Source: an optimization exercise on an open RTL-to-GDS flow (aim: small area). Production flows keep margins and buffers that such runs may drop. In this exercise RTL edits were held to simulation tests only and were not proved equivalent to the original. Power figures rest on the tool's default switching activity, not on a simulated workload.

==> flow/design.v <==
module datapath (datapath_in, vsel, asel, bsel, loada, loadb, loadc, loads,
                 writenum, write, readnum, clk, ALUop, shift, datapath_out, status);
  input  [15:0] datapath_in;
  input  [0:0]  vsel, asel, bsel, loada, loadb, loadc, loads;
  input  [2:0]  writenum;
  input  [0:0]  write;
  input  [2:0]  readnum;
  input  [0:0]  clk;
  input  [1:0]  ALUop;
  input  [1:0]  shift;
  output [15:0] datapath_out;
  output [0:0]  status;
  reg [15:0] R0, R1, R2, R3, R4, R5, R6, R7, A, B, C;
  reg        S;
  assign datapath_out = C;
  assign status = S;
  wire [7:0]  we, rs;
  wire [15:0] data_in;
  wire [15:0] rf, bb, alu, p, g;
  wire [16:0] cy;
  wire        zero;
  wire        t0, t1, t2, t03, nbi, sub, andop;
  wire [2:0] wn, rn;
  genvar k;
  generate
    for (k = 0; k < 3; k = k + 1) begin : dinv
      dp_inv iw (.a(writenum[k]), .y(wn[k]));
      dp_inv ir (.a(readnum[k]), .y(rn[k]));
    end
    for (k = 0; k < 8; k = k + 1) begin : dec
      dp_and4 dw (.a(write[0]), .b(k & 4 ? writenum[2] : wn[2]), .c(k & 2 ? writenum[1] : wn[1]),
                  .d(k & 1 ? writenum[0] : wn[0]), .y(we[k]));
      dp_and3 dr (.a(k & 4 ? readnum[2] : rn[2]), .b(k & 2 ? readnum[1] : rn[1]),
                  .c(k & 1 ? readnum[0] : rn[0]), .y(rs[k]));
    end
  endgenerate
  dp_ctl  ctl  (.ALUop(ALUop), .bsel(bsel[0]), .shift(shift), .t0(t0), .t1(t1),
                .t2(t2), .t03(t03), .nbi(nbi), .sub(sub), .andop(andop));
  always @(posedge clk) begin
    if (we[0]) R0 <= data_in;
    if (we[1]) R1 <= data_in;
    if (we[2]) R2 <= data_in;
    if (we[3]) R3 <= data_in;
    if (we[4]) R4 <= data_in;
    if (we[5]) R5 <= data_in;
    if (we[6]) R6 <= data_in;
    if (we[7]) R7 <= data_in;
    if (loada) A <= rf;
    if (loadb) B <= rf;
    if (loadc) C <= alu;
    if (loads) S <= zero;
  end
  assign cy[0] = sub;
  genvar i;
  generate
    for (i = 0; i < 16; i = i + 1) begin : sl
      wire dn;
      dp_mux2i dm (.a0(C[i]), .a1(datapath_in[i]), .s(vsel[0]), .y(dn));
      dp_inv   di (.a(dn), .y(data_in[i]));
      wire y1, y2;
      dp_aoi222 ra (.a1(rs[0]), .a2(R0[i]), .b1(rs[1]), .b2(R1[i]), .c1(rs[2]), .c2(R2[i]), .y(y1));
      dp_aoi222 rb (.a1(rs[3]), .a2(R3[i]), .b1(rs[4]), .b2(R4[i]), .c1(rs[5]), .c2(R5[i]), .y(y2));
      dp_rdtail rc (.y1(y1), .y2(y2), .a1(rs[6]), .a2(R6[i]), .b1(rs[7]), .b2(R7[i]), .y(rf[i]));
      if (i == 0) begin : b0
        wire ns;
        dp_aoi22 sa (.a1(t0), .a2(B[0]), .b1(t2), .b2(B[1]), .y(ns));
        dp_immx  sb (.ns(ns), .nbi(nbi), .d(datapath_in[0]), .sub(sub), .bb(bb[0]));
      end else if (i < 5) begin : imm
        wire ns;
        dp_aoi222 sa (.a1(t0), .a2(B[i]), .b1(t1), .b2(B[i-1]), .c1(t2), .c2(B[i+1]), .y(ns));
        dp_immx   sb (.ns(ns), .nbi(nbi), .d(datapath_in[i]), .sub(sub), .bb(bb[i]));
      end else if (i < 15) begin : mid
        dp_opb ob (.t0(t0), .t1(t1), .t2(t2), .b(B[i]), .bl(B[i-1]), .br(B[i+1]),
                   .sub(sub), .bb(bb[i]));
      end else begin : hi
        dp_opb15 ob (.t03(t03), .t1(t1), .b(B[15]), .bl(B[14]), .sub(sub), .bb(bb[15]));
      end
      wire xn;
      dp_nand2 an (.a(asel[0]), .b(A[i]), .y(xn));
      dp_xor2  pp (.a(xn), .b(bb[i]), .y(p[i]));
      dp_nand3 gg (.a(asel[0]), .b(A[i]), .c(bb[i]), .y(g[i]));
      if (i % 2 == 1) begin : grp
        wire y1;
        if ((i / 2) % 2 == 0) begin : ev
          dp_res_c  r0 (.pn(p[i-1]), .c(cy[i-1]), .gn(g[i-1]), .andop(andop), .r(alu[i-1]));
          dp_hi_c   h1 (.pn0(p[i-1]), .gn0(g[i-1]), .c(cy[i-1]), .pn1(p[i]), .y(y1));
          if (i < 15) begin : nx
            wire pg, gg2;
            dp_gp_t  gp (.pn0(p[i-1]), .gn0(g[i-1]), .pn1(p[i]), .gn1(g[i]), .p(pg), .g(gg2));
            dp_cy_t  cc (.p(pg), .g(gg2), .c(cy[i-1]), .con(cy[i+1]));
          end
        end else begin : od
          dp_res_cn r0 (.pn(p[i-1]), .cn(cy[i-1]), .gn(g[i-1]), .andop(andop), .r(alu[i-1]));
          dp_hi_cn  h1 (.pn0(p[i-1]), .gn0(g[i-1]), .cn(cy[i-1]), .pn1(p[i]), .y(y1));
          if (i < 15) begin : nx
            wire pgn, ggn;
            dp_gp_n  gp (.pn0(p[i-1]), .gn0(g[i-1]), .pn1(p[i]), .gn1(g[i]), .pn(pgn), .gn(ggn));
            dp_cy_n  cc (.pn(pgn), .gn(ggn), .cn(cy[i-1]), .co(cy[i+1]));
          end
        end
        dp_mux2i m1 (.a0(y1), .a1(g[i]), .s(andop), .y(alu[i]));
      end
    end
  endgenerate
  wire [7:0] zp;
  wire [1:0] zq;
  generate
    for (k = 0; k < 8; k = k + 1) begin : zt
      dp_nor2 z0 (.a(alu[2*k]), .b(alu[2*k+1]), .y(zp[k]));
    end
  endgenerate
  dp_nand4 z1 (.a(zp[0]), .b(zp[1]), .c(zp[2]), .d(zp[3]), .y(zq[0]));
  dp_nand4 z2 (.a(zp[4]), .b(zp[5]), .c(zp[6]), .d(zp[7]), .y(zq[1]));
  dp_nor2  z3 (.a(zq[0]), .b(zq[1]), .y(zero));
endmodule
module dp_ctl (input [1:0] ALUop, input bsel, input [1:0] shift,
               output t0, t1, t2, t03, nbi, sub, andop);
  wire pass = ALUop[1] & ALUop[0];
  wire e = bsel & ~pass;
  assign t0 = e & ~shift[1] & ~shift[0];
  assign t1 = e & ~shift[1] & shift[0];
  assign t2 = e & shift[1];
  assign t03 = e & ~(shift[1] ^ shift[0]);
  assign nbi = ~bsel & ~pass;
  assign sub = ~ALUop[1] & ALUop[0];
  assign andop = ALUop[1] & ~ALUop[0];
endmodule
module dp_aoi222 (input a1, a2, b1, b2, c1, c2, output y);
  assign y = ~((a1 & a2) | (b1 & b2) | (c1 & c2));
endmodule
module dp_aoi22 (input a1, a2, b1, b2, output y);
  assign y = ~((a1 & a2) | (b1 & b2));
endmodule
module dp_rdtail (input y1, y2, a1, a2, b1, b2, output y);
  assign y = ~(y1 & y2 & ~((a1 & a2) | (b1 & b2)));
endmodule
module dp_immx (input ns, nbi, d, sub, output bb);
  wire nbin = ns & ~(nbi & d);
  assign bb = ~(nbin ^ sub);
endmodule
module dp_opb (input t0, t1, t2, b, bl, br, sub, output bb);
  wire nbin = ~((t0 & b) | (t1 & bl) | (t2 & br));
  assign bb = ~(nbin ^ sub);
endmodule
module dp_opb15 (input t03, t1, b, bl, sub, output bb);
  wire nbin = ~((t03 & b) | (t1 & bl));
  assign bb = ~(nbin ^ sub);
endmodule
module dp_nand2 (input a, b, output y);
  assign y = ~(a & b);
endmodule
module dp_nand3 (input a, b, c, output y);
  assign y = ~(a & b & c);
endmodule
module dp_and3 (input a, b, c, output y);
  assign y = a & b & c;
endmodule
module dp_xor2 (input a, b, output y);
  assign y = a ^ b;
endmodule
module dp_xnor2 (input a, b, output y);
  assign y = ~(a ^ b);
endmodule
module dp_inv (input a, output y);
  assign y = ~a;
endmodule
module dp_and4 (input a, b, c, d, output y);
  assign y = a & b & c & d;
endmodule
module dp_mux2i (input a0, a1, s, output y);
  assign y = ~(s ? a1 : a0);
endmodule
module dp_nor2 (input a, b, output y);
  assign y = ~(a | b);
endmodule
module dp_res_c (input pn, c, gn, andop, output r);
  assign r = andop ? ~gn : ~(pn ^ c);
endmodule
module dp_res_cn (input pn, cn, gn, andop, output r);
  assign r = andop ? ~gn : (pn ^ cn);
endmodule
module dp_hi_c (input pn0, gn0, c, pn1, output y);
  wire c1 = ~gn0 | (~pn0 & c);
  assign y = pn1 ^ c1;
endmodule
module dp_hi_cn (input pn0, gn0, cn, pn1, output y);
  wire c1 = ~gn0 | (~pn0 & ~cn);
  assign y = pn1 ^ c1;
endmodule
module dp_gp_t (input pn0, gn0, pn1, gn1, output p, g);
  assign p = ~(pn0 | pn1);
  assign g = ~((pn1 | gn0) & gn1);
endmodule
module dp_gp_n (input pn0, gn0, pn1, gn1, output pn, gn);
  assign pn = pn0 | pn1;
  assign gn = (pn1 | gn0) & gn1;
endmodule
module dp_cy_t (input p, g, c, output con);
  assign con = ~(g | (p & c));
endmodule
module dp_cy_n (input pn, gn, cn, output co);
  assign co = ~((pn | cn) & gn);
endmodule
module dp_nand4 (input a, b, c, d, output y);
  assign y = ~(a & b & c & d);
endmodule
==> flow/config.mk <==
export PLATFORM = sky130hd
export DESIGN_NAME = datapath
export DESIGN_NICKNAME = datapath
export VERILOG_FILES = /design/flow/design.v
export SDC_FILE = /design/flow/constraint.sdc
export NUM_CORES = 4
export LEC_CHECK = 0
export CAP_MARGIN = 0
export CORE_MARGIN = 2
export CORE_UTILIZATION = 60
export CTS_BUF_LIST = sky130_fd_sc_hd__clkbuf_8
export GPL_ROUTABILITY_DRIVEN = 0
export GPL_TIMING_DRIVEN = 0
export SLEW_MARGIN = 0
export SYNTH_HIERARCHICAL = 1
export TNS_END_PERCENT = 0
==> flow/constraint.sdc <==
create_clock -name core_clock -period 5.0 [get_ports {clk}]
set_input_delay 1.0000 -clock core_clock [delete_from_list [all_inputs] [get_ports {clk}]]
set_output_delay 1.0000 -clock core_clock [all_outputs]
set_load 0.01 [all_outputs]
run.sh (not shown) runs the stock make flow with config.mk's settings and CLKGATE_MAP_FILE= SYNTH_SCRIPT=/design/flow/synth_recipe.tcl, a recipe that flattens the netlist after the stock synthesis.
The baseline passed the timing, DRC and antenna checks.
Rerun with:
--- a/flow/config.mk
+++ b/flow/config.mk
@@ -12 +12,2 @@
-export GPL_ROUTABILITY_DRIVEN = 0
+export CTS_CLUSTER_DIAMETER = 30
+export CTS_CLUSTER_SIZE = 8
Outcome: Non-clock buffer count is unchanged; core utilization does not change; first-iteration DRC count is unchanged; wire length is unchanged; power does not change; global-route usage stays the same; final area is unchanged.
Rerun with:
--- a/flow/config.mk
+++ b/flow/config.mk
@@ -12,2 +12,2 @@
-export CTS_CLUSTER_DIAMETER = 30
-export CTS_CLUSTER_SIZE = 8
+export CTS_CLUSTER_DIAMETER = 300
+export CTS_CLUSTER_SIZE = 30
After rerunning: The new run completed with no timing, DRC or antenna violations. Die area does not change. Cell count does not change. Combinational power is about the same. Power does not change. Worst setup slack is unchanged. Routed wire length stays the same. Hold slack stays the same. Sequential cell count does not change.
Rerun with:
--- a/flow/config.mk
+++ b/flow/config.mk
@@ -12,2 +11,0 @@
-export CTS_CLUSTER_DIAMETER = 300
-export CTS_CLUSTER_SIZE = 30
=> Design area does not change; synthesized cell count is unchanged; setup slack is unchanged; routed wire length stays the same; global-route usage is unchanged; worst hold slack stays the same.
